Background: an optimization exercise with open tools, aiming at small area, a short achievable clock period and few clock cycles. Do not read the settings as production practice. At most, simulation tests tie the RTL to the original design; equivalence was not proved. For runs 2 and 3, only the layout was checked, not whether the RTL still works. No activity file was given, so power comes from the tool's default toggle rates.

==> flow/design.v (outline; a module is shown in full before it is edited, if it fits) <==
// module bch_encoder: 2379 lines
// module bch_xn: 6 lines
// module bch_xo: 6 lines
module bch_encoder(rst, clk, msg, bch_dataout, done);
  // ...
==> flow/flow/run.sh <==
#!/bin/bash
# Standard ORFS layout (standard synthesis) with one change: every input port
# is buffered with buf_4 and every output port with buf_1 (global_place.tcl's
# one buffer_ports call becomes two, in a copy of ORFS's scripts), instead of
# the resizer's default pick for both.
# Also: after global-route timing repair, gates off the critical paths are
# downsized again (ORFS's RECOVER_POWER step, with its repair_timing call
# patched to keep SETUP_SLACK_MARGIN as its setup margin).
# make's output goes to make_finish.log here; ORFS's own logs are under orfs/logs.
set -euo pipefail
here=$(pwd)
IBUF=sky130_fd_sc_hd__buf_4
OBUF=sky130_fd_sc_hd__buf_1
rm -rf scripts_bp; cp -r "$FLOW_HOME/scripts" scripts_bp
sed -i 's|^    buffer_ports {\*}\[env_var_or_empty BUFFER_PORTS_ARGS\]|    buffer_ports -inputs -buffer_cell '"$IBUF"'; buffer_ports -outputs -buffer_cell '"$OBUF"'|' scripts_bp/global_place.tcl
grep -q "buffer_ports -inputs" scripts_bp/global_place.tcl
sed -i 's|^  append_env_var additional_args RECOVER_POWER -recover_power 1|  append_env_var additional_args RECOVER_POWER -recover_power 1\n  append_env_var additional_args SETUP_SLACK_MARGIN -setup_margin 1|' scripts_bp/util.tcl
grep -q "SETUP_SLACK_MARGIN -setup_margin 1" scripts_bp/util.tcl
bash standard.sh "SCRIPTS_DIR=$here/scripts_bp" RECOVER_POWER=100 finish > make_finish.log 2>&1
==> flow/standard.sh <==
#!/bin/bash
# synth_recipe.tcl (not shown) runs the flow's synth.tcl, then flattens the netlist and writes it again
# the make line also repeats each setting of config.mk as NAME=value (left out here)
make -C /OpenROAD-flow-scripts/flow DESIGN_CONFIG=/design/flow/config.mk WORK_HOME=/design/flow/orfs CLKGATE_MAP_FILE= SYNTH_SCRIPT=/design/flow/synth_recipe.tcl "${@:-finish}"
==> flow/config.mk <==
export PLATFORM = sky130hd
export DESIGN_NAME = bch_encoder
export DESIGN_NICKNAME = bch_encoder
export VERILOG_FILES = /design/flow/design.v
export SDC_FILE = /design/flow/constraint.sdc
export NUM_CORES = 4
export LEC_CHECK = 0
export CAP_MARGIN = 20
export CORE_MARGIN = 2
export CORE_UTILIZATION = 35
export SETUP_SLACK_MARGIN = 3.0
export SLEW_MARGIN = 20
export SYNTH_HIERARCHICAL = 1
export SYNTH_MINIMUM_KEEP_SIZE = 0
==> flow/constraint.sdc <==
create_clock -name core_clock -period 6.0 [get_ports {clk}]
set_input_delay 1.2000 -clock core_clock [delete_from_list [all_inputs] [get_ports {clk}]]
set_output_delay 1.2000 -clock core_clock [all_outputs]
set_load 0.01 [all_outputs]
==> reports/metrics.csv, run 1 <==
metric,value,unit
Synth Area in Compound Gates,0,%
Multi-input gate area,27000,um^2
fin crit share,79.9,%
sequential power,3100,uW
status,failed layout checks,
max frequency,209,MHz
sequential area share after synthesis,27.6,%
"Setup Fix Bufs, Post-CTS",112,
combinational family with the most area after synthesis,XOR/XNOR gates,
Detail Placement HPWL,178,mm
CP Cell Sequence,"clkbuf_1, xnor2_1, clkbuf_1, xnor2_4, xnor2_1, xnor2_1, xnor2_1, xnor2_1, xnor2_1",
"Slowest-stage cell, CP",clkbuf_1,
Biggest register,bch_dataout,
met2 usage,72.4,%
Clock buf/inv share,2.21,%
Metal-1 WL,76.7,mm
post-synth top area share,72.4,%
layout violations,"max-capacitance violations, max-slew violations",
number of flops mapped to enable cells by yosys,255,
Vias/cell,5.65,
Top Layer Used,met5,
post_cts resized,517,
# diodes,2,
Die Y,286,um
Mapped Area,27800,um^2
Buffers on Ports,448,
RSZ-0062 raised after global routing,yes,
Pins Over Slew Limit,440,
synthesis-to-layout area growth,50.0,%
Combinational Power Share,79.9,%
comb_multi_in,2302,
max-cap violations,28,
hold path start,rst,
Leading cell kind,multi-input gates,
grt met3 use,15.6,%
Well-Tap Cells,1050,
Levels on crit path,9,
starting density of the core,35.3,%
"most used cell, CP",xnor2_1,
nets,3544,
"Clk Latency, worst-skew pair",0.62,ns
Testbench counts, summed over its fixed seeds: cycles 480.
==> run 2, diff against run 1 <==
--- a/flow/design.v
+++ b/flow/design.v
@@ -3,5 +3,5 @@
     input clk;
     input [190:0] msg;
-    output reg [254:0] bch_dataout;
+    output [254:0] bch_dataout;
     output reg done;
     wire x191; bch_xn u191(.a(msg[30]), .b(msg[121]), .y(x191));
@@ -833,5 +833,4 @@
     wire x1017; bch_xn u1017(.a(x1013), .b(x1014), .y(x1017));
     wire x1018; bch_xn u1018(.a(x1015), .b(x1016), .y(x1018));
-    wire x1019; bch_xn u1019(.a(x1017), .b(x1018), .y(x1019));
     wire x1020; bch_xn u1020(.a(msg[41]), .b(msg[46]), .y(x1020));
     wire x1021; bch_xn u1021(.a(msg[52]), .b(msg[159]), .y(x1021));
@@ -856,5 +855,4 @@
     wire x1040; bch_xn u1040(.a(x1036), .b(x1037), .y(x1040));
     wire x1041; bch_xn u1041(.a(x1038), .b(x1039), .y(x1041));
-    wire x1042; bch_xn u1042(.a(x1040), .b(x1041), .y(x1042));
     wire x1043; bch_xn u1043(.a(msg[6]), .b(msg[59]), .y(x1043));
     wire x1044; bch_xn u1044(.a(x204), .b(x209), .y(x1044));
@@ -879,5 +877,4 @@
     wire x1063; bch_xn u1063(.a(x1059), .b(x1060), .y(x1063));
     wire x1064; bch_xn u1064(.a(x1061), .b(x1062), .y(x1064));
-    wire x1065; bch_xn u1065(.a(x1063), .b(x1064), .y(x1065));
     wire x1066; bch_xn u1066(.a(msg[94]), .b(msg[176]), .y(x1066));
     wire x1067; bch_xn u1067(.a(msg[190]), .b(x207), .y(x1067));
@@ -905,5 +902,4 @@
     wire x1089; bch_xn u1089(.a(x1085), .b(x1086), .y(x1089));
     wire x1090; bch_xn u1090(.a(x1087), .b(x1088), .y(x1090));
-    wire x1091; bch_xn u1091(.a(x1089), .b(x1090), .y(x1091));
     wire x1092; bch_xn u1092(.a(msg[46]), .b(msg[92]), .y(x1092));
     wire x1093; bch_xn u1093(.a(msg[108]), .b(msg[180]), .y(x1093));
@@ -928,5 +924,4 @@
     wire x1112; bch_xn u1112(.a(x1108), .b(x1109), .y(x1112));
     wire x1113; bch_xn u1113(.a(x1110), .b(x1111), .y(x1113));
-    wire x1114; bch_xn u1114(.a(x1112), .b(x1113), .y(x1114));
     wire x1115; bch_xn u1115(.a(msg[18]), .b(msg[80]), .y(x1115));
     wire x1116; bch_xn u1116(.a(msg[83]), .b(msg[85]), .y(x1116));
@@ -959,5 +954,4 @@
     wire x1143; bch_xn u1143(.a(x1139), .b(x1140), .y(x1143));
     wire x1144; bch_xn u1144(.a(x1141), .b(x1142), .y(x1144));
-    wire x1145; bch_xn u1145(.a(x1143), .b(x1144), .y(x1145));
     wire x1146; bch_xn u1146(.a(msg[7]), .b(msg[160]), .y(x1146));
     wire x1147; bch_xn u1147(.a(msg[179]), .b(x246), .y(x1147));
@@ -984,5 +978,4 @@
     wire x1168; bch_xn u1168(.a(x994), .b(x1165), .y(x1168));
     wire x1169; bch_xn u1169(.a(x1166), .b(x1167), .y(x1169));
-    wire x1170; bch_xn u1170(.a(x1168), .b(x1169), .y(x1170));
     wire x1171; bch_xn u1171(.a(msg[9]), .b(msg[40]), .y(x1171));
     wire x1172; bch_xn u1172(.a(msg[41]), .b(msg[45]), .y(x1172));
@@ -1010,5 +1003,4 @@
     wire x1194; bch_xn u1194(.a(x1190), .b(x1191), .y(x1194));
     wire x1195; bch_xn u1195(.a(x1192), .b(x1193), .y(x1195));
-    wire x1196; bch_xn u1196(.a(x1194), .b(x1195), .y(x1196));
     wire x1197; bch_xn u1197(.a(msg[23]), .b(msg[139]), .y(x1197));
     wire x1198; bch_xn u1198(.a(msg[149]), .b(msg[160]), .y(x1198));
@@ -1032,5 +1024,4 @@
     wire x1216; bch_xn u1216(.a(x1212), .b(x1213), .y(x1216));
     wire x1217; bch_xn u1217(.a(x1214), .b(x1215), .y(x1217));
-    wire x1218; bch_xn u1218(.a(x1216), .b(x1217), .y(x1218));
     wire x1219; bch_xn u1219(.a(msg[32]), .b(msg[174]), .y(x1219));
     wire x1220; bch_xn u1220(.a(x281), .b(x366), .y(x1220));
@@ -1050,5 +1041,4 @@
     wire x1234; bch_xn u1234(.a(x1230), .b(x1231), .y(x1234));
     wire x1235; bch_xn u1235(.a(x1232), .b(x1233), .y(x1235));
-    wire x1236; bch_xn u1236(.a(x1234), .b(x1235), .y(x1236));
     wire x1237; bch_xn u1237(.a(msg[44]), .b(msg[54]), .y(x1237));
     wire x1238; bch_xn u1238(.a(msg[65]), .b(msg[187]), .y(x1238));
@@ -1071,5 +1061,4 @@
     wire x1255; bch_xn u1255(.a(x995), .b(x1252), .y(x1255));
     wire x1256; bch_xn u1256(.a(x1253), .b(x1254), .y(x1256));
-    wire x1257; bch_xn u1257(.a(x1255), .b(x1256), .y(x1257));
     wire x1258; bch_xn u1258(.a(msg[57]), .b(msg[70]), .y(x1258));
     wire x1259; bch_xn u1259(.a(msg[77]), .b(msg[102]), .y(x1259));
@@ -1094,5 +1083,4 @@
     wire x1278; bch_xn u1278(.a(x1274), .b(x1275), .y(x1278));
     wire x1279; bch_xn u1279(.a(x1276), .b(x1277), .y(x1279));
-    wire x1280; bch_xn u1280(.a(x1278), .b(x1279), .y(x1280));
     wire x1281; bch_xn u1281(.a(msg[67]), .b(msg[79]), .y(x1281));
     wire x1282; bch_xn u1282(.a(msg[95]), .b(msg[184]), .y(x1282));
@@ -1122,5 +1110,4 @@
     wire x1306; bch_xn u1306(.a(x1302), .b(x1303), .y(x1306));
     wire x1307; bch_xn u1307(.a(x1304), .b(x1305), .y(x1307));
-    wire x1308; bch_xn u1308(.a(x1306), .b(x1307), .y(x1308));
     wire x1309; bch_xn u1309(.a(msg[55]), .b(msg[58]), .y(x1309));
     wire x1310; bch_xn u1310(.a(msg[121]), .b(msg[167]), .y(x1310));
@@ -1144,5 +1131,4 @@
     wire x1328; bch_xn u1328(.a(x1324), .b(x1325), .y(x1328));
     wire x1329; bch_xn u1329(.a(x1326), .b(x1327), .y(x1329));
-    wire x1330; bch_xn u1330(.a(x1328), .b(x1329), .y(x1330));
     wire x1331; bch_xn u1331(.a(msg[139]), .b(x191), .y(x1331));
     wire x1332; bch_xn u1332(.a(x196), .b(x372), .y(x1332));
@@ -1165,5 +1151,4 @@
     wire x1349; bch_xn u1349(.a(x1345), .b(x1346), .y(x1349));
     wire x1350; bch_xn u1350(.a(x1347), .b(x1348), .y(x1350));
-    wire x1351; bch_xn u1351(.a(x1349), .b(x1350), .y(x1351));
     wire x1352; bch_xn u1352(.a(msg[148]), .b(msg[178]), .y(x1352));
     wire x1353; bch_xn u1353(.a(x236), .b(x476), .y(x1353));
@@ -1186,5 +1171,4 @@
     wire x1370; bch_xn u1370(.a(x1366), .b(x1367), .y(x1370));
     wire x1371; bch_xn u1371(.a(x1368), .b(x1369), .y(x1371));
-    wire x1372; bch_xn u1372(.a(x1370), .b(x1371), .y(x1372));
     wire x1373; bch_xn u1373(.a(msg[167]), .b(msg[176]), .y(x1373));
     wire x1374; bch_xn u1374(.a(x242), .b(x270), .y(x1374));
@@ -1208,5 +1192,4 @@
     wire x1392; bch_xn u1392(.a(x1388), .b(x1389), .y(x1392));
     wire x1393; bch_xn u1393(.a(x1390), .b(x1391), .y(x1393));
-    wire x1394; bch_xn u1394(.a(x1392), .b(x1393), .y(x1394));
     wire x1395; bch_xn u1395(.a(msg[37]), .b(msg[188]), .y(x1395));
     wire x1396; bch_xn u1396(.a(x247), .b(x372), .y(x1396));
@@ -1233,5 +1216,4 @@
     wire x1417; bch_xn u1417(.a(x1413), .b(x1414), .y(x1417));
     wire x1418; bch_xn u1418(.a(x1415), .b(x1416), .y(x1418));
-    wire x1419; bch_xn u1419(.a(x1417), .b(x1418), .y(x1419));
     wire x1420; bch_xn u1420(.a(msg[4]), .b(msg[181]), .y(x1420));
     wire x1421; bch_xn u1421(.a(x247), .b(x341), .y(x1421));
@@ -1254,5 +1236,4 @@
     wire x1438; bch_xn u1438(.a(x1434), .b(x1435), .y(x1438));
     wire x1439; bch_xn u1439(.a(x1436), .b(x1437), .y(x1439));
-    wire x1440; bch_xn u1440(.a(x1438), .b(x1439), .y(x1440));
     wire x1441; bch_xn u1441(.a(msg[9]), .b(msg[111]), .y(x1441));
     wire x1442; bch_xn u1442(.a(msg[133]), .b(msg[144]), .y(x1442));
@@ -1280,5 +1261,4 @@
     wire x1464; bch_xn u1464(.a(x1460), .b(x1461), .y(x1464));
     wire x1465; bch_xn u1465(.a(x1462), .b(x1463), .y(x1465));
-    wire x1466; bch_xn u1466(.a(x1464), .b(x1465), .y(x1466));
     wire x1467; bch_xn u1467(.a(msg[35]), .b(msg[85]), .y(x1467));
     wire x1468; bch_xn u1468(.a(msg[168]), .b(x217), .y(x1468));
@@ -1305,5 +1285,4 @@
     wire x1489; bch_xn u1489(.a(x1485), .b(x1486), .y(x1489));
     wire x1490; bch_xn u1490(.a(x1487), .b(x1488), .y(x1490));
-    wire x1491; bch_xn u1491(.a(x1489), .b(x1490), .y(x1491));
     wire x1492; bch_xn u1492(.a(msg[134]), .b(msg[135]), .y(x1492));
     wire x1493; bch_xn u1493(.a(msg[140]), .b(msg[172]), .y(x1493));
@@ -1331,5 +1310,4 @@
     wire x1515; bch_xn u1515(.a(x1511), .b(x1512), .y(x1515));
     wire x1516; bch_xn u1516(.a(x1513), .b(x1514), .y(x1516));
-    wire x1517; bch_xn u1517(.a(x1515), .b(x1516), .y(x1517));
     wire x1518; bch_xn u1518(.a(msg[4]), .b(msg[52]), .y(x1518));
     wire x1519; bch_xn u1519(.a(msg[169]), .b(x235), .y(x1519));
@@ -1356,5 +1334,4 @@
     wire x1540; bch_xn u1540(.a(x1536), .b(x1537), .y(x1540));
     wire x1541; bch_xn u1541(.a(x1538), .b(x1539), .y(x1541));
-    wire x1542; bch_xn u1542(.a(x1540), .b(x1541), .y(x1542));
     wire x1543; bch_xn u1543(.a(msg[114]), .b(msg[144]), .y(x1543));
     wire x1544; bch_xn u1544(.a(x219), .b(x224), .y(x1544));
@@ -1379,5 +1356,4 @@
     wire x1563; bch_xn u1563(.a(x1559), .b(x1560), .y(x1563));
     wire x1564; bch_xn u1564(.a(x1561), .b(x1562), .y(x1564));
-    wire x1565; bch_xn u1565(.a(x1563), .b(x1564), .y(x1565));
     wire x1566; bch_xn u1566(.a(msg[18]), .b(msg[41]), .y(x1566));
     wire x1567; bch_xn u1567(.a(x233), .b(x268), .y(x1567));
@@ -1403,5 +1379,4 @@
     wire x1587; bch_xn u1587(.a(x1583), .b(x1584), .y(x1587));
     wire x1588; bch_xn u1588(.a(x1585), .b(x1586), .y(x1588));
-    wire x1589; bch_xn u1589(.a(x1587), .b(x1588), .y(x1589));
     wire x1590; bch_xn u1590(.a(msg[22]), .b(msg[69]), .y(x1590));
     wire x1591; bch_xn u1591(.a(msg[107]), .b(msg[172]), .y(x1591));
@@ -1430,5 +1405,4 @@
     wire x1614; bch_xn u1614(.a(x1610), .b(x1611), .y(x1614));
     wire x1615; bch_xn u1615(.a(x1612), .b(x1613), .y(x1615));
-    wire x1616; bch_xn u1616(.a(x1614), .b(x1615), .y(x1616));
     wire x1617; bch_xn u1617(.a(msg[20]), .b(msg[53]), .y(x1617));
     wire x1618; bch_xn u1618(.a(msg[89]), .b(msg[157]), .y(x1618));
@@ -1460,5 +1434,4 @@
     wire x1644; bch_xn u1644(.a(x1640), .b(x1641), .y(x1644));
     wire x1645; bch_xn u1645(.a(x1642), .b(x1643), .y(x1645));
-    wire x1646; bch_xn u1646(.a(x1644), .b(x1645), .y(x1646));
     wire x1647; bch_xn u1647(.a(msg[88]), .b(msg[113]), .y(x1647));
     wire x1648; bch_xn u1648(.a(msg[133]), .b(x221), .y(x1648));
@@ -1481,5 +1454,4 @@
     wire x1665; bch_xn u1665(.a(x1661), .b(x1662), .y(x1665));
     wire x1666; bch_xn u1666(.a(x1663), .b(x1664), .y(x1666));
-    wire x1667; bch_xn u1667(.a(x1665), .b(x1666), .y(x1667));
     wire x1668; bch_xn u1668(.a(msg[14]), .b(msg[56]), .y(x1668));
     wire x1669; bch_xn u1669(.a(msg[61]), .b(msg[83]), .y(x1669));
@@ -1508,5 +1480,4 @@
     wire x1692; bch_xn u1692(.a(x1688), .b(x1689), .y(x1692));
     wire x1693; bch_xn u1693(.a(x1690), .b(x1691), .y(x1693));
-    wire x1694; bch_xn u1694(.a(x1692), .b(x1693), .y(x1694));
     wire x1695; bch_xn u1695(.a(msg[22]), .b(msg[89]), .y(x1695));
     wire x1696; bch_xn u1696(.a(msg[121]), .b(msg[125]), .y(x1696));
@@ -1534,5 +1505,4 @@
     wire x1718; bch_xn u1718(.a(x1714), .b(x1715), .y(x1718));
     wire x1719; bch_xn u1719(.a(x1716), .b(x1717), .y(x1719));
-    wire x1720; bch_xn u1720(.a(x1718), .b(x1719), .y(x1720));
     wire x1721; bch_xn u1721(.a(msg[0]), .b(msg[2]), .y(x1721));
     wire x1722; bch_xn u1722(.a(msg[3]), .b(msg[119]), .y(x1722));
@@ -1559,5 +1529,4 @@
     wire x1743; bch_xn u1743(.a(x1739), .b(x1740), .y(x1743));
     wire x1744; bch_xn u1744(.a(x1741), .b(x1742), .y(x1744));
-    wire x1745; bch_xn u1745(.a(x1743), .b(x1744), .y(x1745));
     wire x1746; bch_xn u1746(.a(msg[27]), .b(msg[150]), .y(x1746));
     wire x1747; bch_xn u1747(.a(x214), .b(x509), .y(x1747));
@@ -1583,5 +1552,4 @@
     wire x1767; bch_xn u1767(.a(x1763), .b(x1764), .y(x1767));
     wire x1768; bch_xn u1768(.a(x1765), .b(x1766), .y(x1768));
-    wire x1769; bch_xn u1769(.a(x1767), .b(x1768), .y(x1769));
     wire x1770; bch_xn u1770(.a(msg[28]), .b(msg[33]), .y(x1770));
     wire x1771; bch_xn u1771(.a(msg[164]), .b(x248), .y(x1771));
@@ -1606,5 +1574,4 @@
     wire x1790; bch_xn u1790(.a(x1786), .b(x1787), .y(x1790));
     wire x1791; bch_xn u1791(.a(x1788), .b(x1789), .y(x1791));
-    wire x1792; bch_xn u1792(.a(x1790), .b(x1791), .y(x1792));
     wire x1793; bch_xn u1793(.a(msg[74]), .b(msg[102]), .y(x1793));
     wire x1794; bch_xn u1794(.a(msg[152]), .b(x276), .y(x1794));
@@ -1627,5 +1594,4 @@
     wire x1811; bch_xn u1811(.a(x1807), .b(x1808), .y(x1811));
     wire x1812; bch_xn u1812(.a(x1809), .b(x1810), .y(x1812));
-    wire x1813; bch_xn u1813(.a(x1811), .b(x1812), .y(x1813));
     wire x1814; bch_xn u1814(.a(msg[115]), .b(msg[138]), .y(x1814));
     wire x1815; bch_xn u1815(.a(msg[175]), .b(x201), .y(x1815));
@@ -1649,5 +1615,4 @@
     wire x1833; bch_xn u1833(.a(x1829), .b(x1830), .y(x1833));
     wire x1834; bch_xn u1834(.a(x1831), .b(x1832), .y(x1834));
-    wire x1835; bch_xn u1835(.a(x1833), .b(x1834), .y(x1835));
     wire x1836; bch_xn u1836(.a(msg[135]), .b(msg[177]), .y(x1836));
     wire x1837; bch_xn u1837(.a(x241), .b(x261), .y(x1837));
@@ -1670,5 +1635,4 @@
     wire x1854; bch_xn u1854(.a(x1850), .b(x1851), .y(x1854));
     wire x1855; bch_xn u1855(.a(x1852), .b(x1853), .y(x1855));
-    wire x1856; bch_xn u1856(.a(x1854), .b(x1855), .y(x1856));
     wire x1857; bch_xn u1857(.a(msg[5]), .b(msg[12]), .y(x1857));
     wire x1858; bch_xn u1858(.a(msg[81]), .b(x248), .y(x1858));
@@ -1693,5 +1657,4 @@
     wire x1877; bch_xn u1877(.a(x1873), .b(x1874), .y(x1877));
     wire x1878; bch_xn u1878(.a(x1875), .b(x1876), .y(x1878));
-    wire x1879; bch_xn u1879(.a(x1877), .b(x1878), .y(x1879));
     wire x1880; bch_xn u1880(.a(msg[92]), .b(msg[130]), .y(x1880));
     wire x1881; bch_xn u1881(.a(msg[150]), .b(msg[167]), .y(x1881));
@@ -1718,5 +1681,4 @@
     wire x1902; bch_xn u1902(.a(x1898), .b(x1899), .y(x1902));
     wire x1903; bch_xn u1903(.a(x1900), .b(x1901), .y(x1903));
-    wire x1904; bch_xn u1904(.a(x1902), .b(x1903), .y(x1904));
     wire x1905; bch_xn u1905(.a(msg[16]), .b(msg[73]), .y(x1905));
     wire x1906; bch_xn u1906(.a(msg[76]), .b(msg[89]), .y(x1906));
@@ -1743,5 +1705,4 @@
     wire x1927; bch_xn u1927(.a(x1923), .b(x1924), .y(x1927));
     wire x1928; bch_xn u1928(.a(x1925), .b(x1926), .y(x1928));
-    wire x1929; bch_xn u1929(.a(x1927), .b(x1928), .y(x1929));
     wire x1930; bch_xn u1930(.a(msg[17]), .b(msg[29]), .y(x1930));
     wire x1931; bch_xn u1931(.a(msg[154]), .b(x204), .y(x1931));
@@ -1765,5 +1726,4 @@
     wire x1949; bch_xn u1949(.a(x1945), .b(x1946), .y(x1949));
     wire x1950; bch_xn u1950(.a(x1947), .b(x1948), .y(x1950));
-    wire x1951; bch_xn u1951(.a(x1949), .b(x1950), .y(x1951));
     wire x1952; bch_xn u1952(.a(msg[35]), .b(msg[62]), .y(x1952));
     wire x1953; bch_xn u1953(.a(msg[165]), .b(msg[181]), .y(x1953));
@@ -1793,5 +1753,4 @@
     wire x1977; bch_xn u1977(.a(x1973), .b(x1974), .y(x1977));
     wire x1978; bch_xn u1978(.a(x1975), .b(x1976), .y(x1978));
-    wire x1979; bch_xn u1979(.a(x1977), .b(x1978), .y(x1979));
     wire x1980; bch_xn u1980(.a(msg[189]), .b(x628), .y(x1980));
     wire x1981; bch_xn u1981(.a(x577), .b(x602), .y(x1981));
@@ -1811,5 +1770,4 @@
     wire x1995; bch_xn u1995(.a(x1991), .b(x1992), .y(x1995));
     wire x1996; bch_xn u1996(.a(x1993), .b(x1994), .y(x1996));
-    wire x1997; bch_xn u1997(.a(x1995), .b(x1996), .y(x1997));
     wire x1998; bch_xn u1998(.a(msg[1]), .b(msg[11]), .y(x1998));
     wire x1999; bch_xn u1999(.a(msg[81]), .b(msg[124]), .y(x1999));
@@ -1835,5 +1793,4 @@
     wire x2019; bch_xn u2019(.a(x2015), .b(x2016), .y(x2019));
     wire x2020; bch_xn u2020(.a(x2017), .b(x2018), .y(x2020));
-    wire x2021; bch_xn u2021(.a(x2019), .b(x2020), .y(x2021));
     wire x2022; bch_xn u2022(.a(msg[49]), .b(msg[120]), .y(x2022));
     wire x2023; bch_xn u2023(.a(msg[143]), .b(x359), .y(x2023));
@@ -1855,5 +1812,4 @@
     wire x2039; bch_xn u2039(.a(x2035), .b(x2036), .y(x2039));
     wire x2040; bch_xn u2040(.a(x2037), .b(x2038), .y(x2040));
-    wire x2041; bch_xn u2041(.a(x2039), .b(x2040), .y(x2041));
     wire x2042; bch_xn u2042(.a(msg[3]), .b(msg[16]), .y(x2042));
     wire x2043; bch_xn u2043(.a(msg[82]), .b(msg[182]), .y(x2043));
@@ -1877,5 +1833,4 @@
     wire x2061; bch_xn u2061(.a(x2057), .b(x2058), .y(x2061));
     wire x2062; bch_xn u2062(.a(x2059), .b(x2060), .y(x2062));
-    wire x2063; bch_xn u2063(.a(x2061), .b(x2062), .y(x2063));
     wire x2064; bch_xn u2064(.a(msg[81]), .b(msg[144]), .y(x2064));
     wire x2065; bch_xn u2065(.a(msg[164]), .b(x216), .y(x2065));
@@ -1899,5 +1854,4 @@
     wire x2083; bch_xn u2083(.a(x2079), .b(x2080), .y(x2083));
     wire x2084; bch_xn u2084(.a(x2081), .b(x2082), .y(x2084));
-    wire x2085; bch_xn u2085(.a(x2083), .b(x2084), .y(x2085));
     wire x2086; bch_xn u2086(.a(msg[87]), .b(msg[121]), .y(x2086));
     wire x2087; bch_xn u2087(.a(msg[126]), .b(msg[145]), .y(x2087));
@@ -1920,5 +1874,4 @@
     wire x2104; bch_xn u2104(.a(x2100), .b(x2101), .y(x2104));
     wire x2105; bch_xn u2105(.a(x2102), .b(x2103), .y(x2105));
-    wire x2106; bch_xn u2106(.a(x2104), .b(x2105), .y(x2106));
     wire x2107; bch_xn u2107(.a(msg[66]), .b(x197), .y(x2107));
     wire x2108; bch_xn u2108(.a(x208), .b(x350), .y(x2108));
@@ -1939,5 +1892,4 @@
     wire x2123; bch_xn u2123(.a(x2120), .b(x995), .y(x2123));
     wire x2124; bch_xn u2124(.a(x2121), .b(x2122), .y(x2124));
-    wire x2125; bch_xn u2125(.a(x2123), .b(x2124), .y(x2125));
     wire x2126; bch_xn u2126(.a(msg[15]), .b(msg[17]), .y(x2126));
     wire x2127; bch_xn u2127(.a(msg[117]), .b(msg[127]), .y(x2127));
@@ -1965,5 +1917,4 @@
     wire x2149; bch_xn u2149(.a(x2145), .b(x2146), .y(x2149));
     wire x2150; bch_xn u2150(.a(x2147), .b(x2148), .y(x2150));
-    wire x2151; bch_xn u2151(.a(x2149), .b(x2150), .y(x2151));
     wire x2152; bch_xn u2152(.a(msg[13]), .b(msg[47]), .y(x2152));
     wire x2153; bch_xn u2153(.a(msg[64]), .b(x425), .y(x2153));
@@ -1989,5 +1940,4 @@
     wire x2173; bch_xn u2173(.a(x2169), .b(x2170), .y(x2173));
     wire x2174; bch_xn u2174(.a(x2171), .b(x2172), .y(x2174));
-    wire x2175; bch_xn u2175(.a(x2173), .b(x2174), .y(x2175));
     wire x2176; bch_xn u2176(.a(msg[38]), .b(msg[86]), .y(x2176));
     wire x2177; bch_xn u2177(.a(msg[90]), .b(x210), .y(x2177));
@@ -2013,5 +1963,4 @@
     wire x2197; bch_xn u2197(.a(x2193), .b(x2194), .y(x2197));
     wire x2198; bch_xn u2198(.a(x2195), .b(x2196), .y(x2198));
-    wire x2199; bch_xn u2199(.a(x2197), .b(x2198), .y(x2199));
     wire x2200; bch_xn u2200(.a(msg[10]), .b(msg[86]), .y(x2200));
     wire x2201; bch_xn u2201(.a(msg[97]), .b(msg[107]), .y(x2201));
@@ -2036,5 +1985,4 @@
     wire x2220; bch_xn u2220(.a(x2216), .b(x2217), .y(x2220));
     wire x2221; bch_xn u2221(.a(x2218), .b(x2219), .y(x2221));
-    wire x2222; bch_xn u2222(.a(x2220), .b(x2221), .y(x2222));
     wire x2223; bch_xn u2223(.a(msg[19]), .b(msg[21]), .y(x2223));
     wire x2224; bch_xn u2224(.a(msg[61]), .b(msg[98]), .y(x2224));
@@ -2060,5 +2008,4 @@
     wire x2244; bch_xn u2244(.a(x2240), .b(x2241), .y(x2244));
     wire x2245; bch_xn u2245(.a(x2242), .b(x2243), .y(x2245));
-    wire x2246; bch_xn u2246(.a(x2244), .b(x2245), .y(x2246));
     wire x2247; bch_xn u2247(.a(msg[29]), .b(msg[65]), .y(x2247));
     wire x2248; bch_xn u2248(.a(msg[84]), .b(msg[103]), .y(x2248));
@@ -2084,5 +2031,4 @@
     wire x2268; bch_xn u2268(.a(x2264), .b(x2265), .y(x2268));
     wire x2269; bch_xn u2269(.a(x2266), .b(x2267), .y(x2269));
-    wire x2270; bch_xn u2270(.a(x2268), .b(x2269), .y(x2270));
     wire x2271; bch_xn u2271(.a(msg[167]), .b(x227), .y(x2271));
     wire x2272; bch_xn u2272(.a(x276), .b(x351), .y(x2272));
@@ -2105,5 +2051,4 @@
     wire x2289; bch_xn u2289(.a(x2285), .b(x2286), .y(x2289));
     wire x2290; bch_xn u2290(.a(x2287), .b(x2288), .y(x2290));
-    wire x2291; bch_xn u2291(.a(x2289), .b(x2290), .y(x2291));
     wire x2292; bch_xn u2292(.a(x240), .b(x399), .y(x2292));
     wire x2293; bch_xn u2293(.a(x420), .b(x432), .y(x2293));
@@ -2126,5 +2071,4 @@
     wire x2310; bch_xn u2310(.a(x2306), .b(x2307), .y(x2310));
     wire x2311; bch_xn u2311(.a(x2308), .b(x2309), .y(x2311));
-    wire x2312; bch_xn u2312(.a(x2310), .b(x2311), .y(x2312));
     wire x2313; bch_xn u2313(.a(msg[5]), .b(msg[39]), .y(x2313));
     wire x2314; bch_xn u2314(.a(msg[60]), .b(msg[109]), .y(x2314));
@@ -2148,5 +2092,4 @@
     wire x2332; bch_xn u2332(.a(x2328), .b(x2329), .y(x2332));
     wire x2333; bch_xn u2333(.a(x2330), .b(x2331), .y(x2333));
-    wire x2334; bch_xn u2334(.a(x2332), .b(x2333), .y(x2334));
     wire x2335; bch_xn u2335(.a(msg[36]), .b(msg[95]), .y(x2335));
     wire x2336; bch_xn u2336(.a(msg[122]), .b(msg[131]), .y(x2336));
@@ -2170,5 +2113,4 @@
     wire x2354; bch_xn u2354(.a(x994), .b(x2351), .y(x2354));
     wire x2355; bch_xn u2355(.a(x2352), .b(x2353), .y(x2355));
-    wire x2356; bch_xn u2356(.a(x2354), .b(x2355), .y(x2356));
     wire x2357; bch_xn u2357(.a(msg[100]), .b(msg[132]), .y(x2357));
     wire x2358; bch_xn u2358(.a(x349), .b(x415), .y(x2358));
@@ -2196,5 +2138,4 @@
     wire x2380; bch_xn u2380(.a(x2376), .b(x2377), .y(x2380));
     wire x2381; bch_xn u2381(.a(x2378), .b(x2379), .y(x2381));
-    wire x2382; bch_xn u2382(.a(x2380), .b(x2381), .y(x2382));
     wire x2383; bch_xn u2383(.a(msg[31]), .b(msg[60]), .y(x2383));
     wire x2384; bch_xn u2384(.a(msg[62]), .b(msg[118]), .y(x2384));
@@ -2220,5 +2161,4 @@
     wire x2404; bch_xn u2404(.a(x2400), .b(x2401), .y(x2404));
     wire x2405; bch_xn u2405(.a(x2402), .b(x2403), .y(x2405));
-    wire x2406; bch_xn u2406(.a(x2404), .b(x2405), .y(x2406));
     wire x2407; bch_xn u2407(.a(msg[56]), .b(msg[112]), .y(x2407));
     wire x2408; bch_xn u2408(.a(msg[134]), .b(msg[184]), .y(x2408));
@@ -2238,5 +2178,4 @@
     wire x2422; bch_xn u2422(.a(x2418), .b(x2419), .y(x2422));
     wire x2423; bch_xn u2423(.a(x2420), .b(x2421), .y(x2423));
-    wire x2424; bch_xn u2424(.a(x2422), .b(x2423), .y(x2424));
     wire x2425; bch_xn u2425(.a(msg[27]), .b(msg[125]), .y(x2425));
     wire x2426; bch_xn u2426(.a(msg[140]), .b(msg[146]), .y(x2426));
@@ -2261,5 +2200,4 @@
     wire x2445; bch_xn u2445(.a(x2441), .b(x2442), .y(x2445));
     wire x2446; bch_xn u2446(.a(x2443), .b(x2444), .y(x2446));
-    wire x2447; bch_xn u2447(.a(x2445), .b(x2446), .y(x2447));
     wire x2448; bch_xn u2448(.a(msg[82]), .b(msg[162]), .y(x2448));
     wire x2449; bch_xn u2449(.a(x198), .b(x366), .y(x2449));
@@ -2281,5 +2219,4 @@
     wire x2465; bch_xn u2465(.a(x2461), .b(x2462), .y(x2465));
     wire x2466; bch_xn u2466(.a(x2463), .b(x2464), .y(x2466));
-    wire x2467; bch_xn u2467(.a(x2465), .b(x2466), .y(x2467));
     wire x2468; bch_xn u2468(.a(msg[8]), .b(msg[33]), .y(x2468));
     wire x2469; bch_xn u2469(.a(msg[54]), .b(msg[78]), .y(x2469));
@@ -2306,75 +2243,210 @@
     wire x2490; bch_xn u2490(.a(x2486), .b(x2487), .y(x2490));
     wire x2491; bch_xn u2491(.a(x2488), .b(x2489), .y(x2491));
-    wire x2492; bch_xn u2492(.a(x2490), .b(x2491), .y(x2492));
-    wire [63:0] p;
-    assign p[0] = x1019;
-    assign p[1] = x1042;
-    assign p[2] = x1065;
-    assign p[3] = x1091;
-    assign p[4] = x1114;
-    assign p[5] = x1145;
-    assign p[6] = x1170;
-    assign p[7] = x1196;
-    assign p[8] = x1218;
-    assign p[9] = x1236;
-    assign p[10] = x1257;
-    assign p[11] = x1280;
-    assign p[12] = x1308;
-    assign p[13] = x1330;
-    assign p[14] = x1351;
-    assign p[15] = x1372;
-    assign p[16] = x1394;
-    assign p[17] = x1419;
-    assign p[18] = x1440;
-    assign p[19] = x1466;
-    assign p[20] = x1491;
-    assign p[21] = x1517;
-    assign p[22] = x1542;
-    assign p[23] = x1565;
-    assign p[24] = x1589;
-    assign p[25] = x1616;
-    assign p[26] = x1646;
-    assign p[27] = x1667;
-    assign p[28] = x1694;
-    assign p[29] = x1720;
-    assign p[30] = x1745;
-    assign p[31] = x1769;
-    assign p[32] = x1792;
-    assign p[33] = x1813;
-    assign p[34] = x1835;
-    assign p[35] = x1856;
-    assign p[36] = x1879;
-    assign p[37] = x1904;
-    assign p[38] = x1929;
-    assign p[39] = x1951;
-    assign p[40] = x1979;
-    assign p[41] = x1997;
-    assign p[42] = x2021;
-    assign p[43] = x2041;
-    assign p[44] = x2063;
-    assign p[45] = x2085;
-    assign p[46] = x2106;
-    assign p[47] = x2125;
-    assign p[48] = x2151;
-    assign p[49] = x2175;
-    assign p[50] = x2199;
-    assign p[51] = x2222;
-    assign p[52] = x2246;
-    assign p[53] = x2270;
-    assign p[54] = x2291;
-    assign p[55] = x2312;
-    assign p[56] = x2334;
-    assign p[57] = x2356;
-    assign p[58] = x2382;
-    assign p[59] = x2406;
-    assign p[60] = x2424;
-    assign p[61] = x2447;
-    assign p[62] = x2467;
-    assign p[63] = x2492;
+    wire [63:0] pa, pb;
+    assign pa[0] = x1017;
+    assign pb[0] = x1018;
+    assign pa[1] = x1040;
+    assign pb[1] = x1041;
+    assign pa[2] = x1063;
+    assign pb[2] = x1064;
+    assign pa[3] = x1089;
+    assign pb[3] = x1090;
+    assign pa[4] = x1112;
+    assign pb[4] = x1113;
+    assign pa[5] = x1143;
+    assign pb[5] = x1144;
+    assign pa[6] = x1168;
+    assign pb[6] = x1169;
+    assign pa[7] = x1194;
+    assign pb[7] = x1195;
+    assign pa[8] = x1216;
+    assign pb[8] = x1217;
+    assign pa[9] = x1234;
+    assign pb[9] = x1235;
+    assign pa[10] = x1255;
+    assign pb[10] = x1256;
+    assign pa[11] = x1278;
+    assign pb[11] = x1279;
+    assign pa[12] = x1306;
+    assign pb[12] = x1307;
+    assign pa[13] = x1328;
+    assign pb[13] = x1329;
+    assign pa[14] = x1349;
+    assign pb[14] = x1350;
+    assign pa[15] = x1370;
+    assign pb[15] = x1371;
+    assign pa[16] = x1392;
+    assign pb[16] = x1393;
+    assign pa[17] = x1417;
+    assign pb[17] = x1418;
+    assign pa[18] = x1438;
+    assign pb[18] = x1439;
+    assign pa[19] = x1464;
+    assign pb[19] = x1465;
+    assign pa[20] = x1489;
+    assign pb[20] = x1490;
+    assign pa[21] = x1515;
+    assign pb[21] = x1516;
+    assign pa[22] = x1540;
+    assign pb[22] = x1541;
+    assign pa[23] = x1563;
+    assign pb[23] = x1564;
+    assign pa[24] = x1587;
+    assign pb[24] = x1588;
+    assign pa[25] = x1614;
+    assign pb[25] = x1615;
+    assign pa[26] = x1644;
+    assign pb[26] = x1645;
+    assign pa[27] = x1665;
+    assign pb[27] = x1666;
+    assign pa[28] = x1692;
+    assign pb[28] = x1693;
+    assign pa[29] = x1718;
+    assign pb[29] = x1719;
+    assign pa[30] = x1743;
+    assign pb[30] = x1744;
+    assign pa[31] = x1767;
+    assign pb[31] = x1768;
+    assign pa[32] = x1790;
+    assign pb[32] = x1791;
+    assign pa[33] = x1811;
+    assign pb[33] = x1812;
+    assign pa[34] = x1833;
+    assign pb[34] = x1834;
+    assign pa[35] = x1854;
+    assign pb[35] = x1855;
+    assign pa[36] = x1877;
+    assign pb[36] = x1878;
+    assign pa[37] = x1902;
+    assign pb[37] = x1903;
+    assign pa[38] = x1927;
+    assign pb[38] = x1928;
+    assign pa[39] = x1949;
+    assign pb[39] = x1950;
+    assign pa[40] = x1977;
+    assign pb[40] = x1978;
+    assign pa[41] = x1995;
+    assign pb[41] = x1996;
+    assign pa[42] = x2019;
+    assign pb[42] = x2020;
+    assign pa[43] = x2039;
+    assign pb[43] = x2040;
+    assign pa[44] = x2061;
+    assign pb[44] = x2062;
+    assign pa[45] = x2083;
+    assign pb[45] = x2084;
+    assign pa[46] = x2104;
+    assign pb[46] = x2105;
+    assign pa[47] = x2123;
+    assign pb[47] = x2124;
+    assign pa[48] = x2149;
+    assign pb[48] = x2150;
+    assign pa[49] = x2173;
+    assign pb[49] = x2174;
+    assign pa[50] = x2197;
+    assign pb[50] = x2198;
+    assign pa[51] = x2220;
+    assign pb[51] = x2221;
+    assign pa[52] = x2244;
+    assign pb[52] = x2245;
+    assign pa[53] = x2268;
+    assign pb[53] = x2269;
+    assign pa[54] = x2289;
+    assign pb[54] = x2290;
+    assign pa[55] = x2310;
+    assign pb[55] = x2311;
+    assign pa[56] = x2332;
+    assign pb[56] = x2333;
+    assign pa[57] = x2354;
+    assign pb[57] = x2355;
+    assign pa[58] = x2380;
+    assign pb[58] = x2381;
+    assign pa[59] = x2404;
+    assign pb[59] = x2405;
+    assign pa[60] = x2422;
+    assign pb[60] = x2423;
+    assign pa[61] = x2445;
+    assign pb[61] = x2446;
+    assign pa[62] = x2465;
+    assign pb[62] = x2466;
+    assign pa[63] = x2490;
+    assign pb[63] = x2491;
+    reg [190:0] m;
+    reg [63:0] ra, rb;
     always @(posedge clk) begin
         if (rst) done <= 1'b0;
         else done <= 1'b1;
-        if (!done) bch_dataout <= {msg, p};
+        if (!done) begin
+            m <= msg;
+            ra <= pa;
+            rb <= pb;
+        end
     end
+    wire [63:0] p;
+    bch_xn up0(.a(ra[0]), .b(rb[0]), .y(p[0]));
+    bch_xn up1(.a(ra[1]), .b(rb[1]), .y(p[1]));
+    bch_xn up2(.a(ra[2]), .b(rb[2]), .y(p[2]));
+    bch_xn up3(.a(ra[3]), .b(rb[3]), .y(p[3]));
+    bch_xn up4(.a(ra[4]), .b(rb[4]), .y(p[4]));
+    bch_xn up5(.a(ra[5]), .b(rb[5]), .y(p[5]));
+    bch_xn up6(.a(ra[6]), .b(rb[6]), .y(p[6]));
+    bch_xn up7(.a(ra[7]), .b(rb[7]), .y(p[7]));
+    bch_xn up8(.a(ra[8]), .b(rb[8]), .y(p[8]));
+    bch_xn up9(.a(ra[9]), .b(rb[9]), .y(p[9]));
+    bch_xn up10(.a(ra[10]), .b(rb[10]), .y(p[10]));
+    bch_xn up11(.a(ra[11]), .b(rb[11]), .y(p[11]));
+    bch_xn up12(.a(ra[12]), .b(rb[12]), .y(p[12]));
+    bch_xn up13(.a(ra[13]), .b(rb[13]), .y(p[13]));
+    bch_xn up14(.a(ra[14]), .b(rb[14]), .y(p[14]));
+    bch_xn up15(.a(ra[15]), .b(rb[15]), .y(p[15]));
+    bch_xn up16(.a(ra[16]), .b(rb[16]), .y(p[16]));
+    bch_xn up17(.a(ra[17]), .b(rb[17]), .y(p[17]));
+    bch_xn up18(.a(ra[18]), .b(rb[18]), .y(p[18]));
+    bch_xn up19(.a(ra[19]), .b(rb[19]), .y(p[19]));
+    bch_xn up20(.a(ra[20]), .b(rb[20]), .y(p[20]));
+    bch_xn up21(.a(ra[21]), .b(rb[21]), .y(p[21]));
+    bch_xn up22(.a(ra[22]), .b(rb[22]), .y(p[22]));
+    bch_xn up23(.a(ra[23]), .b(rb[23]), .y(p[23]));
+    bch_xn up24(.a(ra[24]), .b(rb[24]), .y(p[24]));
+    bch_xn up25(.a(ra[25]), .b(rb[25]), .y(p[25]));
+    bch_xn up26(.a(ra[26]), .b(rb[26]), .y(p[26]));
+    bch_xn up27(.a(ra[27]), .b(rb[27]), .y(p[27]));
+    bch_xn up28(.a(ra[28]), .b(rb[28]), .y(p[28]));
+    bch_xn up29(.a(ra[29]), .b(rb[29]), .y(p[29]));
+    bch_xn up30(.a(ra[30]), .b(rb[30]), .y(p[30]));
+    bch_xn up31(.a(ra[31]), .b(rb[31]), .y(p[31]));
+    bch_xn up32(.a(ra[32]), .b(rb[32]), .y(p[32]));
+    bch_xn up33(.a(ra[33]), .b(rb[33]), .y(p[33]));
+    bch_xn up34(.a(ra[34]), .b(rb[34]), .y(p[34]));
+    bch_xn up35(.a(ra[35]), .b(rb[35]), .y(p[35]));
+    bch_xn up36(.a(ra[36]), .b(rb[36]), .y(p[36]));
+    bch_xn up37(.a(ra[37]), .b(rb[37]), .y(p[37]));
+    bch_xn up38(.a(ra[38]), .b(rb[38]), .y(p[38]));
+    bch_xn up39(.a(ra[39]), .b(rb[39]), .y(p[39]));
+    bch_xn up40(.a(ra[40]), .b(rb[40]), .y(p[40]));
+    bch_xn up41(.a(ra[41]), .b(rb[41]), .y(p[41]));
+    bch_xn up42(.a(ra[42]), .b(rb[42]), .y(p[42]));
+    bch_xn up43(.a(ra[43]), .b(rb[43]), .y(p[43]));
+    bch_xn up44(.a(ra[44]), .b(rb[44]), .y(p[44]));
+    bch_xn up45(.a(ra[45]), .b(rb[45]), .y(p[45]));
+    bch_xn up46(.a(ra[46]), .b(rb[46]), .y(p[46]));
+    bch_xn up47(.a(ra[47]), .b(rb[47]), .y(p[47]));
+    bch_xn up48(.a(ra[48]), .b(rb[48]), .y(p[48]));
+    bch_xn up49(.a(ra[49]), .b(rb[49]), .y(p[49]));
+    bch_xn up50(.a(ra[50]), .b(rb[50]), .y(p[50]));
+    bch_xn up51(.a(ra[51]), .b(rb[51]), .y(p[51]));
+    bch_xn up52(.a(ra[52]), .b(rb[52]), .y(p[52]));
+    bch_xn up53(.a(ra[53]), .b(rb[53]), .y(p[53]));
+    bch_xn up54(.a(ra[54]), .b(rb[54]), .y(p[54]));
+    bch_xn up55(.a(ra[55]), .b(rb[55]), .y(p[55]));
+    bch_xn up56(.a(ra[56]), .b(rb[56]), .y(p[56]));
+    bch_xn up57(.a(ra[57]), .b(rb[57]), .y(p[57]));
+    bch_xn up58(.a(ra[58]), .b(rb[58]), .y(p[58]));
+    bch_xn up59(.a(ra[59]), .b(rb[59]), .y(p[59]));
+    bch_xn up60(.a(ra[60]), .b(rb[60]), .y(p[60]));
+    bch_xn up61(.a(ra[61]), .b(rb[61]), .y(p[61]));
+    bch_xn up62(.a(ra[62]), .b(rb[62]), .y(p[62]));
+    bch_xn up63(.a(ra[63]), .b(rb[63]), .y(p[63]));
+    assign bch_dataout = {m, p};
 endmodule
 module bch_xn(a, b, y);
==> flow/flow/run.sh (replaced) <==
#!/bin/bash
# Standard ORFS layout (standard synthesis) with one change: every input port
# is buffered with buf_4 and every output port with buf_1 (global_place.tcl's
# one buffer_ports call becomes two, in a copy of ORFS's scripts), instead of
# the resizer's default pick for both.
# make's output goes to make_finish.log here; ORFS's own logs are under orfs/logs.
set -euo pipefail
here=$(pwd)
IBUF=sky130_fd_sc_hd__buf_4
OBUF=sky130_fd_sc_hd__buf_1
rm -rf scripts_bp; cp -r "$FLOW_HOME/scripts" scripts_bp
sed -i 's|^    buffer_ports {\*}\[env_var_or_empty BUFFER_PORTS_ARGS\]|    buffer_ports -inputs -buffer_cell '"$IBUF"'; buffer_ports -outputs -buffer_cell '"$OBUF"'|' scripts_bp/global_place.tcl
grep -q "buffer_ports -inputs" scripts_bp/global_place.tcl
bash standard.sh "SCRIPTS_DIR=$here/scripts_bp" finish > make_finish.log 2>&1
--- a/flow/config.mk
+++ b/flow/config.mk
@@ -9,5 +9,5 @@
 export CORE_MARGIN = 2
 export CORE_UTILIZATION = 35
-export SETUP_SLACK_MARGIN = 3.0
+export SETUP_SLACK_MARGIN = 2.75
 export SLEW_MARGIN = 20
 export SYNTH_HIERARCHICAL = 1
==> reports/metrics.csv, run 2 <==
metric,value,unit,change
worst setup path endpoint,rb[25],,was bch_dataout[23]
Initial DRC Count,3890,,was 3557
VDD IR max,0.290,mV,was 0.322 mV
"Slowest-stage cell, CP",xnor2_1,,was clkbuf_1
Core Box Area,84000,um^2,was 78900 um^2
Pins Over Slew Limit,0,,was 440
synth cell count leaders,"xnor2_1 (2302), edfxtp_1 (319), inv_1 (2)",,"was xnor2_1 (2302), edfxtp_1 (255), inv_1 (2)"
post-synth top area share,67.7,%,was 72.4%
vias in the first global route,23520,,was 23557
Leakage,0.0120,uW,was 0.0138 uW
Setup crit start,msg[133],,was msg[113]
most frequent cell after synthesis,xnor2_1,,unchanged
CP Cell Sequence,"buf_4, xnor2_1, xnor2_1, xnor2_1, xnor2_1, xnor2_1, xnor2_1",,"was clkbuf_1, xnor2_1, clkbuf_1, xnor2_4, xnor2_1, xnor2_1, xnor2_1, xnor2_1, xnor2_1"
crit path DAT,3.71,ns,was 5.12 ns
max frequency,289,MHz,was 209 MHz
Clock Tree Root,clkbuf_16,,unchanged
hold path start,rst,,unchanged
Mapped Cells,2624,,was 2560
sequential area share after synthesis,32.2,%,was 27.6%
synthesis-to-layout area growth,29.1,%,was 50.0%
number of synthesized register bits,320,,was 256
Die Y,296,um,was 286 um
largest net degree at the start of global routing,139,,was 135
slew margin rel.,14.1,%,was -154%
Fin Hold WS,0.758,ns,was 0.748 ns
Vias/cell,5.54,,was 5.65
final global-route overflow total,0,,unchanged
Fill cells,8160,,was 7304
R2R Path Start,done,,unchanged
Hold Fails Final Rpt,0,,unchanged
"commonest non-fill, non-tap cell in the layout",xnor2_1,,unchanged
critical-path maximum fanout,6,,unchanged
GRT Total Usage,48.6,%,was 50.9%
Biggest register,m,,was bch_dataout
max FFs per register,191,,was 255
status,finished clean,,was failed layout checks
via count,24694,,was 24997
top cell type by total area after synthesis,xnor2_1,,unchanged
H-Tree Depth,2,,was 1
r2r setup slk,3.85,ns,was 2.30 ns
remaining antenna violation count,0,,unchanged
Required @ worst endpoint,6.24,ns,was 6.33 ns
Synth Area per Inst,11.3,um^2,was 10.9 um^2
Die Width,296,um,was 286 um
Total Wirelength,216,mm,was 214 mm
maximum clock path buffer count,3,,unchanged
TritonCTS buffer count,38,,was 30
Synth Net Count,2817,,was 2753
"CP delay by family, top",XOR/XNOR gates,,unchanged
hold-fix buffers at CTS,0,,unchanged
Most used DFF post-synth,edfxtp_1,,unchanged
GP Congestion,1.13,,was 1.15
distinct cell type count after synthesis,4,,unchanged
Largest regs,"m: 191 flops, ra: 64 flops, rb: 64 flops",,"was bch_dataout: 255 flops, done: 1 flops"
DR pass1 iterations,5,,unchanged
worst path bufs/invs,1,,was 2
Final setup viols,0,,unchanged
synth top area cells,"xnor2_1 (68%), edfxtp_1 (32%), dfxtp_1 (0.067%), inv_1 (0.025%)",,"was xnor2_1 (72%), edfxtp_1 (27%), dfxtp_1 (0.072%), inv_1 (0.027%)"
Levels on crit path,7,,was 9
RSZ-0062 raised after global routing,yes,,unchanged
Power Dens Cells,588,nW/um^2,was 581 nW/um^2
Slew @ Worst Pin,1.28,ns,was 3.80 ns
startpoint class of the critical path,input port,,unchanged
Mapped Area,29800,um^2,was 27800 um^2
IO Pins,449,,unchanged
most frequent cells in the layout,"xnor2_1 (2065), buf_4 (369), edfxtp_1 (319)",,"was xnor2_1 (1689), xnor2_2 (411), buf_1 (256)"
number of flops mapped to enable cells by yosys,319,,was 255
clk slew on worst S/H paths,0.06,ns,was 0.05 ns
initial antenna violation count,8,,unchanged
first-pass GRT wire length,265,mm,was 262 mm
synth warn,7,,unchanged
"most used cell, CP",xnor2_1,,unchanged
nets,3489,,was 3544
Seq. cell area,9600,um^2,was 7680 um^2
Critical Path Max Stage Delay,0.60,ns,was 1.15 ns
Detail Placement HPWL,182,mm,was 178 mm
Crit Path Class,in2reg,,unchanged
fin crit share,57.7,%,was 79.9%
starting density of the core,35.5,%,was 35.3%
std cell rows,106,,was 103
FF-to-FF path depth,3,,was 2
Die Footprint,87400,um^2,was 81800 um^2
WL/cell,48.4,um,was 48.3 um
min Tclk post-route,3.46,ns,was 4.79 ns
Sinks on Clock Net,320,,was 256
Critical Path End Type,register,,unchanged
skew final,0.0127,ns,was 0.0240 ns
Buffers on Ports,448,,unchanged
max-cap violations,0,,was 28
number of remaining DRC errors,0,,unchanged
Multi-input gate area,22400,um^2,was 27000 um^2
"Clk Latency, worst-skew pair",0.58,ns,was 0.62 ns
Hold Path Class,in2reg,,unchanged
Fin Setup TNS,0,ns,unchanged
fraction of registers with async set/reset,0,%,unchanged
worst reg2reg endpoint,rb[18],,was bch_dataout[3]
TritonCTS clock tree,yes,,unchanged
share of cells above drive strength 1,20.1,%,was 28.5%
## run 2: changes by cell type in the layout (fill, tap and decap cells not counted), moves of 2 or more
cell / change
buf_4: +136
xnor2_4: -162
clkbuf_1: -194
buf_6: -7
xnor2_2: -214
buf_12: -55
clkbuf_16: +8
clkbuf_2: -2
xnor2_1: +376
buf_8: -3
clkinvlp_4: +2
edfxtp_1: +64
inv_6: +3
## run 2: area by class of cell
class                   instances  share of cell area, %
multi-input cells            2302                   58.3
flip-flops and latches        320                   25.0
repair buffers                632                   10.0
well taps                    1134                   3.69
clock buffers                  48                   2.57
clock inverters                20                  0.453
inverters                       2                 0.0293
diodes                          2                 0.0130
## run 2: Yosys stat by module (local to each module, per instance)
module	cell area (um^2)	cells
bch_xn	8.76	1
bch_encoder	9610	322
## run 2: cells by family (layout without fill, tap and decap cells)
kind of cell | count (synthesis) | in the layout | synth area share, %
buffers and inverters | 2 | 702 | 0.0252
other | 0 | 2 | 0
XOR/XNOR | 2302 | 2302 | 67.7
flip-flops | 320 | 320 | 32.2
## run 2: metrics by stage
step / instance area (um^2) / instances / total power (uW) / utilization [%] / setup WS (ns)
6_report: 38400 / 4460 / 22600 / 45.8 / 2.54
5_1_grt: 38400 / 4458 / 22800 / 45.8 / 2.74
4_1_cts: 38000 / 4452 / 21900 / 45.3 / 2.60
3_5_place_dp: 35400 / 4381 / 19300 / 42.2 / 1.37
3_3_place_gp: 35300 / 4379 / 19400 / 42.1 / 0.931
2_1_floorplan: 29800 / 2624 / 12700 / - / 0.483
## run 2: how the worst min path moves through the flow
stage | endpoint | cells past startpoint
floorplan | done | 1
global placement | m[172] | 2
detailed placement | m[172] | 2
CTS | done | 2
global route | done | 2
finish | done | 2
## run 2: repair_timing
item / 4_1_cts / 5_1_grt
setup buffers: 3 / 6
endpoints found under the setup margin: 121 / 52
resized for setup: 168 / 43
pin swaps: 3 / 2
## run 2: where the power goes
| part | internal (uW) | switching (uW) |
|---|---|---|
| clock | 1260 | 980 |
| sequential | 3720 | 339 |
| combinational | 6210 | 10100 |
## run 2: routing by layer
layer | vias up | wire length (um) | global-route usage (%)
met2 | 2206 | 87600 | 69.1
met5 | - | 8 | 0.111
met4 | 2 | 24200 | 43.8
li1 | 9670 | - | -
met1 | 12137 | 80400 | 59.8
met3 | 679 | 23300 | 13.5
==> run 3, diff against run 2 <==
--- a/flow/config.mk
+++ b/flow/config.mk
@@ -9,5 +9,5 @@
 export CORE_MARGIN = 2
 export CORE_UTILIZATION = 35
-export SETUP_SLACK_MARGIN = 2.75
+export SETUP_SLACK_MARGIN = 3.0
 export SLEW_MARGIN = 20
 export SYNTH_HIERARCHICAL = 1
==> reports/metrics.csv, run 3 <==
metric,value,unit,change
clk slew on worst S/H paths,0.06,ns,about the same
DR pass1 iterations,7,,was 5
maximum clock path buffer count,3,,unchanged
Biggest register,m,,unchanged
Largest regs,"m: 191 flops, ra: 64 flops, rb: 64 flops",,unchanged
Synth Area per Inst,11.3,um^2,unchanged
Critical Path End Type,register,,unchanged
Core Box Area,84000,um^2,unchanged
status,finished clean,,unchanged
Total Wirelength,215,mm,was 216 mm
Mapped Cells,2624,,unchanged
synth cell count leaders,"xnor2_1 (2302), edfxtp_1 (319), inv_1 (2)",,unchanged
Leakage,0.0137,uW,was 0.0120 uW
Sinks on Clock Net,320,,unchanged
Initial DRC Count,3270,,was 3890
std cell rows,106,,unchanged
Synth Net Count,2817,,unchanged
"commonest non-fill, non-tap cell in the layout",xnor2_1,,unchanged
final global-route overflow total,0,,unchanged
max frequency,312,MHz,was 289 MHz
max-cap violations,0,,unchanged
min Tclk post-route,3.20,ns,was 3.46 ns
GP Congestion,1.13,,about the same
max FFs per register,191,,unchanged
Mapped Area,29800,um^2,unchanged
number of remaining DRC errors,0,,unchanged
startpoint class of the critical path,input port,,unchanged
critical-path maximum fanout,8,,was 6
Die Width,296,um,unchanged
synth top area cells,"xnor2_1 (68%), edfxtp_1 (32%), dfxtp_1 (0.067%), inv_1 (0.025%)",,unchanged
Hold Path Class,in2reg,,unchanged
first-pass GRT wire length,264,mm,was 265 mm
Slew @ Worst Pin,1.19,ns,was 1.28 ns
slew margin rel.,19.8,%,was 14.1%
sequential area share after synthesis,32.2,%,unchanged
vias in the first global route,23757,,was 23520
hold-fix buffers at CTS,0,,unchanged
GRT Total Usage,48.6,%,about the same
initial antenna violation count,7,,was 8
number of synthesized register bits,320,,unchanged
Die Footprint,87400,um^2,unchanged
Power Dens Cells,558,nW/um^2,was 588 nW/um^2
Detail Placement HPWL,181,mm,was 182 mm
"Clk Latency, worst-skew pair",0.58,ns,about the same
WL/cell,47.9,um,was 48.4 um
H-Tree Depth,2,,unchanged
share of cells above drive strength 1,27.8,%,was 20.1%
Hold Fails Final Rpt,0,,unchanged
IO Pins,449,,unchanged
synthesis-to-layout area growth,40.3,%,was 29.1%
post-synth top area share,67.7,%,unchanged
most frequent cell after synthesis,xnor2_1,,unchanged
Clock Tree Root,clkbuf_16,,unchanged
post-place setup slack,1.42,ns,was 1.37 ns
Buffers on Ports,448,,unchanged
Required @ worst endpoint,6.30,ns,was 6.24 ns
RSZ-0062 raised after global routing,yes,,unchanged
min setup slack post-route,2.80,ns,was 2.54 ns
distinct cell type count after synthesis,4,,unchanged
Fin Setup TNS,0,ns,unchanged
crit path DAT,3.50,ns,was 3.71 ns
nets,3525,,was 3489
TritonCTS buffer count,37,,was 38
most frequent cells in the layout,"xnor2_1 (1842), buf_4 (379), xnor2_2 (333)",,"was xnor2_1 (2065), buf_4 (369), edfxtp_1 (319)"
via count,24902,,was 24694
Final setup viols,0,,unchanged
number of flops mapped to enable cells by yosys,319,,unchanged
TritonCTS clock tree,yes,,unchanged
largest net degree at the start of global routing,143,,was 139
Pins Over Slew Limit,0,,unchanged
starting density of the core,35.5,%,unchanged
remaining antenna violation count,0,,unchanged
fin crit share,53.4,%,was 57.7%
synth warn,7,,unchanged
VDD IR max,0.310,mV,was 0.290 mV
fraction of registers with async set/reset,0,%,unchanged
Crit Path Class,in2reg,,unchanged
top cell type by total area after synthesis,xnor2_1,,unchanged
Vias/cell,5.54,,about the same
skew final,0.0323,ns,was 0.0127 ns
Die Y,296,um,unchanged
Most used DFF post-synth,edfxtp_1,,unchanged
run 3: cell counts after synthesis:
No cell type changed its count.
run 3: power breakdown:
part	switching (uW)	internal [uW]
clock network	989	1360
registers	321	3710
logic	10200	6730
run 3: kinds of logic (layout without fill, tap and decap cells):
| logic type | count (synthesis) | after routing | synth area share (%) |
|---|---|---|---|
| xor gates and xnor gates | 2302 | 2302 | 67.7 |
| buffers and inverters | 2 | 739 | 0.0252 |
| DFF | 320 | 320 | 32.2 |
| other | 0 | 1 | 0 |
run 3: worst max-delay path: stages:
cell	delay, ns
buf_4	0.28
xnor2_2	0.19
xnor2_2	0.64
buf_4	0.25
xnor2_1	0.18
xnor2_1	0.16
xnor2_2	0.43
xnor2_1	0.13
run 3: repair_timing:
action,CTS,global route
endpoints found under the setup margin,128,91
pin swaps,24,38
gates resized for setup,355,124
setup buffers,41,44
run 3: through the flow:
step                cell area (um^2)  total power [uW]  hold WS [ns]  util (%)  cells
finish                         41800             23300         0.750      49.7   4496
detailed placement             35500             19000         0.945      42.3   4341
global route                   41800             23600         0.758      49.7   4495
global placement               35400             19000         0.932      42.1   4341
floorplan                      30300             12800          1.26         -   2624
CTS                            40200             22300         0.743      47.9   4450
run 3: modules after synthesis, one instance, submodules excluded:
module | cell area [um^2] | flip-flops and latches
bch_encoder | 9610 | 320
bch_xn | 8.76 | 0
run 3: final timing paths:
kind,slack (ns),cells after the start,start,to
max,2.80,8,msg[107],rb[10]
min,0.75,2,rst,done
max reg2reg,3.93,2,done,rb[19]
min reg2reg,0.95,1,done,m[76]
run 3: layout make-up:
| class | count | area [um^2] |
|---|---|---|
| Antenna cell | 1 | 2.50 |
| Clock buffer | 41 | 983 |
| Clock inverter | 27 | 244 |
| Fill cell | 7823 | 42200 |
| Inverter | 2 | 11.3 |
| Multi-Input combinational cell | 2302 | 25000 |
| Sequential cell | 320 | 9600 |
| Tap cell | 1134 | 1420 |
| Timing Repair Buffer | 669 | 4460 |
run 3: routing by layer:
metal	track usage [%]	routed length (um)
met5	0	45
met4	43.4	23400
met3	14.0	23600
met2	69.0	87900
met1	59.5	80300

## afterwards: timing with drivers on the ports
The flow's constraints put no driver on any port. The routed layouts listed below were extracted and timed again, unchanged, in two steps. Step 1 (the two cells are an assumption about what drives the block):
set clk [get_ports {clk}]
set_driving_cell -lib_cell sky130_fd_sc_hd__clkbuf_16 $clk
set_driving_cell -lib_cell sky130_fd_sc_hd__buf_2 [delete_from_list [all_inputs] $clk]
Step 2 adds t to the input delays and takes it off the output delays; t is the mean of the earliest and latest rising clock arrival at the registers after step 1. Input paths then give back, and output paths get back, about the clock's delay inside the block. Slacks: no drivers / after step 1 / after step 2; pairs: no drivers / after step 1.
run	shift t [ns]	slack for setup (ns)	worst setup path at the end	max-slew violations
run 1	0.682	1.207 / 1.246 / 0.564	input to register	440 / 449
run 2	0.649	2.538 / 2.585 / 1.936	input to register	0 / 0
run 3	0.639	2.797 / 2.839 / 2.200	input to register	0 / 0
With drivers on, slew violations rise in run 1. For run 1, which loses most, drivers alone change the setup slack by +0.039 ns; drivers and shift together by -0.643 ns.
